Context: an optimization exercise on an open-source flow, tuned for small area. The choices shown serve that exercise and are no tape-out recipe. Only simulation tests tie the RTL to the original design; equivalence was not proved. No activity file was given, so power comes from the tool's default toggle rates.

Design golife, start of the top module:
module golife #(
	parameter SIDEWIDTH = 16
)(
	input  wire clk,
	input  wire rst,
	input  wire load,
	input  wire run,
	input  wire [SIDEWIDTH-1:0][SIDEWIDTH-1:0] ingrid,
	output reg  [SIDEWIDTH-1:0][SIDEWIDTH-1:0] grid
);
Size in the first run: ~520 I/O pins.
export LEC_CHECK = 0
export CAP_MARGIN = 20
export CORE_MARGIN = 2
export CORE_UTILIZATION = 60
export SLEW_MARGIN = 20
export SYNTH_HIERARCHICAL = 1
create_clock -name core_clock -period 5.0 [get_ports {clk}]
standard.sh (not shown) runs the stock make flow with config.mk's settings and CLKGATE_MAP_FILE= SYNTH_SCRIPT=/design/flow/synth_recipe.tcl, a recipe that flattens the netlist after the stock synthesis.
==> flow/flow/run.sh <==
#!/bin/bash
# Own layout flow: the standard ORFS flow (standard.sh) with two changes:
#  - after synthesis, every combinational cell is set to the smallest drive strength of its
#    function (flow/downsize.sed; same cell function and pins), leaving the registers alone;
#    the resizer later upsizes wherever slew, capacitance or timing need it;
#  - the port buffers are made with sky130_fd_sc_hd__buf_1.
set -euo pipefail
export BUFFER_PORTS_ARGS="-buffer_cell sky130_fd_sc_hd__buf_1"
R=orfs/results/sky130hd/golife/base
bash standard.sh synth > make_synth.log 2>&1
cp $R/1_2_yosys.v $R/1_2_yosys.orig.v
sed -f flow/downsize.sed $R/1_2_yosys.orig.v > $R/1_2_yosys.v
diff $R/1_2_yosys.orig.v $R/1_2_yosys.v | grep -c '^>' > downsize.log || true
bash standard.sh > make_layout.log 2>&1
Other scripts of this flow, unchanged in this note and not shown: flow/flow/downsize.sed
The first run finished with timing, DRC and antenna clean.
Next try:
--- a/flow/flow/run.sh
+++ b/flow/flow/run.sh
@@ -6 +6,3 @@
-#  - the port buffers are made with sky130_fd_sc_hd__buf_1.
+#  - the port buffers are made with sky130_fd_sc_hd__buf_1;
+#  - the clock tree is built from clkbuf_4/clkbuf_8 in clusters of up to 16 registers,
+#    without dummy loads.
@@ -8,0 +11 @@
+export CTS_ARGS="-sink_clustering_enable -repair_clock_nets -buf_list {sky130_fd_sc_hd__clkbuf_16} -sink_clustering_size 24 -sink_clustering_max_diameter 80 -dont_use_dummy_load"
Power fell by a few percent.
Non-clock buffer count stays the same.
Utilization came out lower by 0.97 points.
Global-route usage is lower by 0.40 points.
Maximum frequency grows by a few percent.
Worst setup slack improves by 0.087 ns.
Clock power went down by a quarter to a third.
Hold slack degrades by 0.023 ns.
Wire length shrinks slightly.
Cell count shrinks slightly.
Synthesized cell count is unchanged.

========
golife again, from the RTL that the note above started with.
clock: 5.0 ns
lec_check: 0
cap_margin: 20
core_margin: 2
core_utilization: 60
slew_margin: 20
synth_hierarchical: 1
==> flow/flow/run.sh <==
#!/bin/bash
# Own layout flow: the standard ORFS flow (standard.sh) with two changes:
#  - after synthesis, every combinational cell is set to the smallest drive strength of its
#    function (flow/downsize.sed; same cell function and pins), leaving the registers alone;
#    the resizer later upsizes wherever slew, capacitance or timing need it;
#  - the port buffers are made with sky130_fd_sc_hd__buf_1;
#  - the clock tree is built from clkbuf_4/clkbuf_8 in clusters of up to 16 registers,
#    without dummy loads.
set -euo pipefail
export BUFFER_PORTS_ARGS="-buffer_cell sky130_fd_sc_hd__buf_1"
export CTS_ARGS="-sink_clustering_enable -repair_clock_nets -buf_list {sky130_fd_sc_hd__clkbuf_4 sky130_fd_sc_hd__clkbuf_8} -sink_clustering_size 16 -sink_clustering_max_diameter 60 -dont_use_dummy_load"
R=orfs/results/sky130hd/golife/base
bash standard.sh synth > make_synth.log 2>&1
cp $R/1_2_yosys.v $R/1_2_yosys.orig.v
sed -f flow/downsize.sed $R/1_2_yosys.orig.v > $R/1_2_yosys.v
diff $R/1_2_yosys.orig.v $R/1_2_yosys.v | grep -c '^>' > downsize.log || true
bash standard.sh > make_layout.log 2>&1
Other scripts of this flow, unchanged in this note and not shown: flow/flow/downsize.sed
The first run finished clean.
Rerun with:
--- a/flow/flow/run.sh
+++ b/flow/flow/run.sh
@@ -10,3 +10,3 @@
 export BUFFER_PORTS_ARGS="-buffer_cell sky130_fd_sc_hd__buf_1"
-export CTS_ARGS="-sink_clustering_enable -repair_clock_nets -buf_list {sky130_fd_sc_hd__clkbuf_4 sky130_fd_sc_hd__clkbuf_8} -sink_clustering_size 16 -sink_clustering_max_diameter 60 -dont_use_dummy_load"
+export CTS_ARGS="-sink_clustering_enable -repair_clock_nets -buf_list {sky130_fd_sc_hd__clkbuf_8} -sink_clustering_size 12 -sink_clustering_max_diameter 80 -dont_use_dummy_load"
 R=orfs/results/sky130hd/golife/base
Sequential power stays flat.
Power came out lower by 2.4%.
Synthesized area stays the same.
Cell area decreases by 0.50%.
Count of clock-buffer cells in the layout is lower by 12.

========
Another version of the RTL of golife (not shown whole).
Size in the first run: roughly 3300 cells after synthesis, ~520 I/O pins, ~28000 um2 of cells after synthesis.
export LEC_CHECK = 0
export CAP_MARGIN = 20
export CORE_MARGIN = 2
export CORE_UTILIZATION = 75
export SLEW_MARGIN = 20
export SYNTH_HIERARCHICAL = 1
create_clock -name core_clock -period 5.0 [get_ports {clk}]
==> flow/flow/run.sh <==
#!/bin/bash
# Own layout flow: the standard ORFS flow (standard.sh) with these changes:
#  - after synthesis, every combinational cell is set to the smallest drive strength of its
#    function (flow/downsize.sed; same cell function and pins), leaving the registers alone;
#    the resizer later upsizes wherever slew, capacitance or timing need it;
#  - the port buffers are made with sky130_fd_sc_hd__buf_1;
#  - the clock tree is built from clkbuf_8 in clusters of up to 12 registers,
#    without dummy loads.
set -euo pipefail
export BUFFER_PORTS_ARGS="-buffer_cell sky130_fd_sc_hd__buf_1"
export CTS_ARGS="-sink_clustering_enable -repair_clock_nets -buf_list {sky130_fd_sc_hd__clkbuf_4} -sink_clustering_size 7 -sink_clustering_max_diameter 50 -dont_use_dummy_load"
R=orfs/results/sky130hd/golife/base
bash standard.sh synth > make_synth.log 2>&1
cp $R/1_2_yosys.v $R/1_2_yosys.orig.v
sed -f flow/downsize.sed $R/1_2_yosys.orig.v > $R/1_2_yosys.v
diff $R/1_2_yosys.orig.v $R/1_2_yosys.v | grep -c '^>' > downsize.log || true
bash standard.sh > make_layout.log 2>&1
Other scripts of this flow, unchanged in this note and not shown: flow/flow/downsize.sed
Change:
--- a/flow/flow/run.sh
+++ b/flow/flow/run.sh
@@ -11 +11 @@
-export CTS_ARGS="-sink_clustering_enable -repair_clock_nets -buf_list {sky130_fd_sc_hd__clkbuf_4} -sink_clustering_size 7 -sink_clustering_max_diameter 50 -dont_use_dummy_load"
+export CTS_ARGS="-sink_clustering_enable -repair_clock_nets -buf_list {sky130_fd_sc_hd__clkbuf_8} -sink_clustering_size 12 -sink_clustering_max_diameter 80 -dont_use_dummy_load"
Settings changed: CAP_MARGIN 20 to 0, CORE_UTILIZATION 75 to 60, SLEW_MARGIN 20 to 0.
Maximum frequency fell slightly.
Final cell count rose by a few percent.
Wire length rose by a few percent.
Non-clock buffer count rose by 4.
Setup slack is worse by 0.016 ns.
Die area rose by a quarter to a third.
Change:
--- a/flow/flow/run.sh
+++ b/flow/flow/run.sh
@@ -11 +11 @@
-export CTS_ARGS="-sink_clustering_enable -repair_clock_nets -buf_list {sky130_fd_sc_hd__clkbuf_8} -sink_clustering_size 12 -sink_clustering_max_diameter 80 -dont_use_dummy_load"
+export CTS_ARGS="-sink_clustering_enable -repair_clock_nets -buf_list {sky130_fd_sc_hd__clkbuf_4} -sink_clustering_size 7 -sink_clustering_max_diameter 50 -dont_use_dummy_load"
Settings changed: CAP_MARGIN 0 to 20, SLEW_MARGIN 0 to 20.
=> Final area is about the same. Synthesized cell count stays the same. Synthesized area does not change. Non-clock buffer count does not change.
Change:
--- a/flow/flow/run.sh
+++ b/flow/flow/run.sh
@@ -8 +8,2 @@
-#    without dummy loads.
+#    without dummy loads;
+#  - after global routing, repair_timing -recover_power 100 downsizes gates off the critical paths.
@@ -11,0 +13 @@
+export RECOVER_POWER=100
After rerunning: Combinational power falls by about 2%. Die area stays the same. Maximum frequency stays flat. Via count hardly moves. Total power drops by 1.1%. Setup slack barely changes. Routed wire length barely changes. Utilization is unchanged.

========
## wip/pepper
Starting RTL as in the previous note.
export LEC_CHECK = 0
export CAP_MARGIN = 20
export CORE_MARGIN = 2
export CORE_UTILIZATION = 60
export SLEW_MARGIN = 20
export SYNTH_HIERARCHICAL = 1
create_clock -name core_clock -period 5.0 [get_ports {clk}]
==> flow/flow/run.sh <==
#!/bin/bash
# Own layout flow: the standard ORFS flow (standard.sh) with these changes:
#  - after synthesis, every combinational cell is set to the smallest drive strength of its
#    function (flow/downsize.sed; same cell function and pins), leaving the registers alone;
#    the resizer later upsizes wherever slew, capacitance or timing need it;
#  - the port buffers are made with sky130_fd_sc_hd__buf_1;
#  - the clock tree is built from clkbuf_8 in clusters of up to 12 registers,
#    without dummy loads.
set -euo pipefail
export BUFFER_PORTS_ARGS="-buffer_cell sky130_fd_sc_hd__buf_1"
export CTS_ARGS="-sink_clustering_enable -repair_clock_nets -buf_list {sky130_fd_sc_hd__clkbuf_8} -sink_clustering_size 12 -sink_clustering_max_diameter 80 -dont_use_dummy_load"
R=orfs/results/sky130hd/golife/base
bash standard.sh synth > make_synth.log 2>&1
cp $R/1_2_yosys.v $R/1_2_yosys.orig.v
sed -f flow/downsize.sed $R/1_2_yosys.orig.v > $R/1_2_yosys.v
diff $R/1_2_yosys.orig.v $R/1_2_yosys.v | grep -c '^>' > downsize.log || true
bash standard.sh > make_layout.log 2>&1
Other scripts of this flow, unchanged in this note and not shown: flow/flow/downsize.sed
wip/pepper | stages: all done | timing, DRC, antenna: all pass
Inputs modified between wip/pepper and wip/ember:
Settings: CORE_UTILIZATION now 75, was 60.
==> flow/flow/run.sh <==
#!/bin/bash
# Own layout flow: the standard ORFS flow (standard.sh) with these changes:
#  - after synthesis, every combinational cell is set to the smallest drive strength of its
#    function (flow/downsize.sed; same cell function and pins), leaving the registers alone;
#    the resizer later upsizes wherever slew, capacitance or timing need it;
#  - the port buffers are made with sky130_fd_sc_hd__buf_1;
#  - the clock tree is built from clkbuf_4 in clusters of up to 7 registers,
#    without dummy loads.
set -euo pipefail
export BUFFER_PORTS_ARGS="-buffer_cell sky130_fd_sc_hd__buf_1"
export CTS_ARGS="-sink_clustering_enable -repair_clock_nets -buf_list {sky130_fd_sc_hd__clkbuf_4} -sink_clustering_size 7 -sink_clustering_max_diameter 50 -dont_use_dummy_load"
R=orfs/results/sky130hd/golife/base
bash standard.sh synth > make_synth.log 2>&1
cp $R/1_2_yosys.v $R/1_2_yosys.orig.v
sed -f flow/downsize.sed $R/1_2_yosys.orig.v > $R/1_2_yosys.v
diff $R/1_2_yosys.orig.v $R/1_2_yosys.v | grep -c '^>' > downsize.log || true
bash standard.sh > make_layout.log 2>&1
## What came out
- As far as sequential share of layout area is concerned, wip/ember and wip/pepper perform about the same.
- Going from wip/pepper to wip/ember, the hold slack was found to have gone down by 0.18 ns.
- NOTE placed cell count wip/pepper->wip/ember decreased by a few percent
- Going from wip/pepper to wip/ember, delay of the slowest cell on the worst path +0.04 ns, die footprint -9500 µm², synthesis-to-layout area growth -0.83 points, fraction of area in clock buffers and inverters -0.16 points.
Input changes introduced in wip/garnet (baseline for comparison: wip/ember):
Settings: swapping 75 for 60 in CORE_UTILIZATION.
Findings:
- wip/ember has lower total met2 wirelength after detailed routing than wip/garnet.
- Summary of the comparison: power per cell area is lower in wip/garnet, relative to wip/ember.
- Sort wip/garnet and wip/ember by non-clock buffer count, ascending, and wip/ember comes first.
- Diff wip/ember -> wip/garnet | die area | increase of about 24%
- From wip/ember to wip/garnet the numbers moved as follows: final core utilization saw a decrease; register-to-register slack +0.04 ns; fraction of power spent switching nets now sits lower.

re-timing with driven ports:
The results above use ideal ports. As a check the final layouts listed here were re-extracted and re-timed, cells and wires unchanged.
Step 1: set_driving_cell puts a clkbuf_16 on clk and a buf_2 on each other input, an assumption about the parent block.
Step 2, shift: input delay + t, output delay - t, t = (earliest + latest rising clock arrival at the registers) / 2. This alone moves slack from input paths to output paths.
Three values: ideal, step 1, step 2; two values: the first two.
| run | t, ns | slack for setup (ns) | pins driven straight from the clock port |
|---|---|---|---|
| the first run of note 1 | 0.623 | 2.001 / 2.001 / 1.810 | 1 |
| the second run of note 1 | 0.642 | 2.088 / 2.088 / 1.870 | 1 |
| the first run of note 2 | 0.685 | 2.075 / 2.075 / 1.840 | 1 |
| the second run of note 2 | 0.697 | 2.055 / 2.055 / 1.892 | 1 |
| the first run of note 3 | 0.879 | 1.958 / 1.958 / 1.474 | 1 |
| the second run of note 3 | 0.716 | 1.942 / 1.942 / 1.766 | 1 |
| the third run of note 3 | 0.909 | 1.999 / 1.999 / 1.757 | 1 |
| the fourth run of note 3 | 0.922 | 1.997 / 1.997 / 1.809 | 1 |
| wip/pepper | 0.716 | 1.942 / 1.942 / 1.766 | 1 |
| wip/ember | 0.879 | 1.958 / 1.958 / 1.474 | 1 |
| wip/garnet | 0.909 | 1.999 / 1.999 / 1.757 | 1 |
After both steps setup and hold are still met in every run listed.
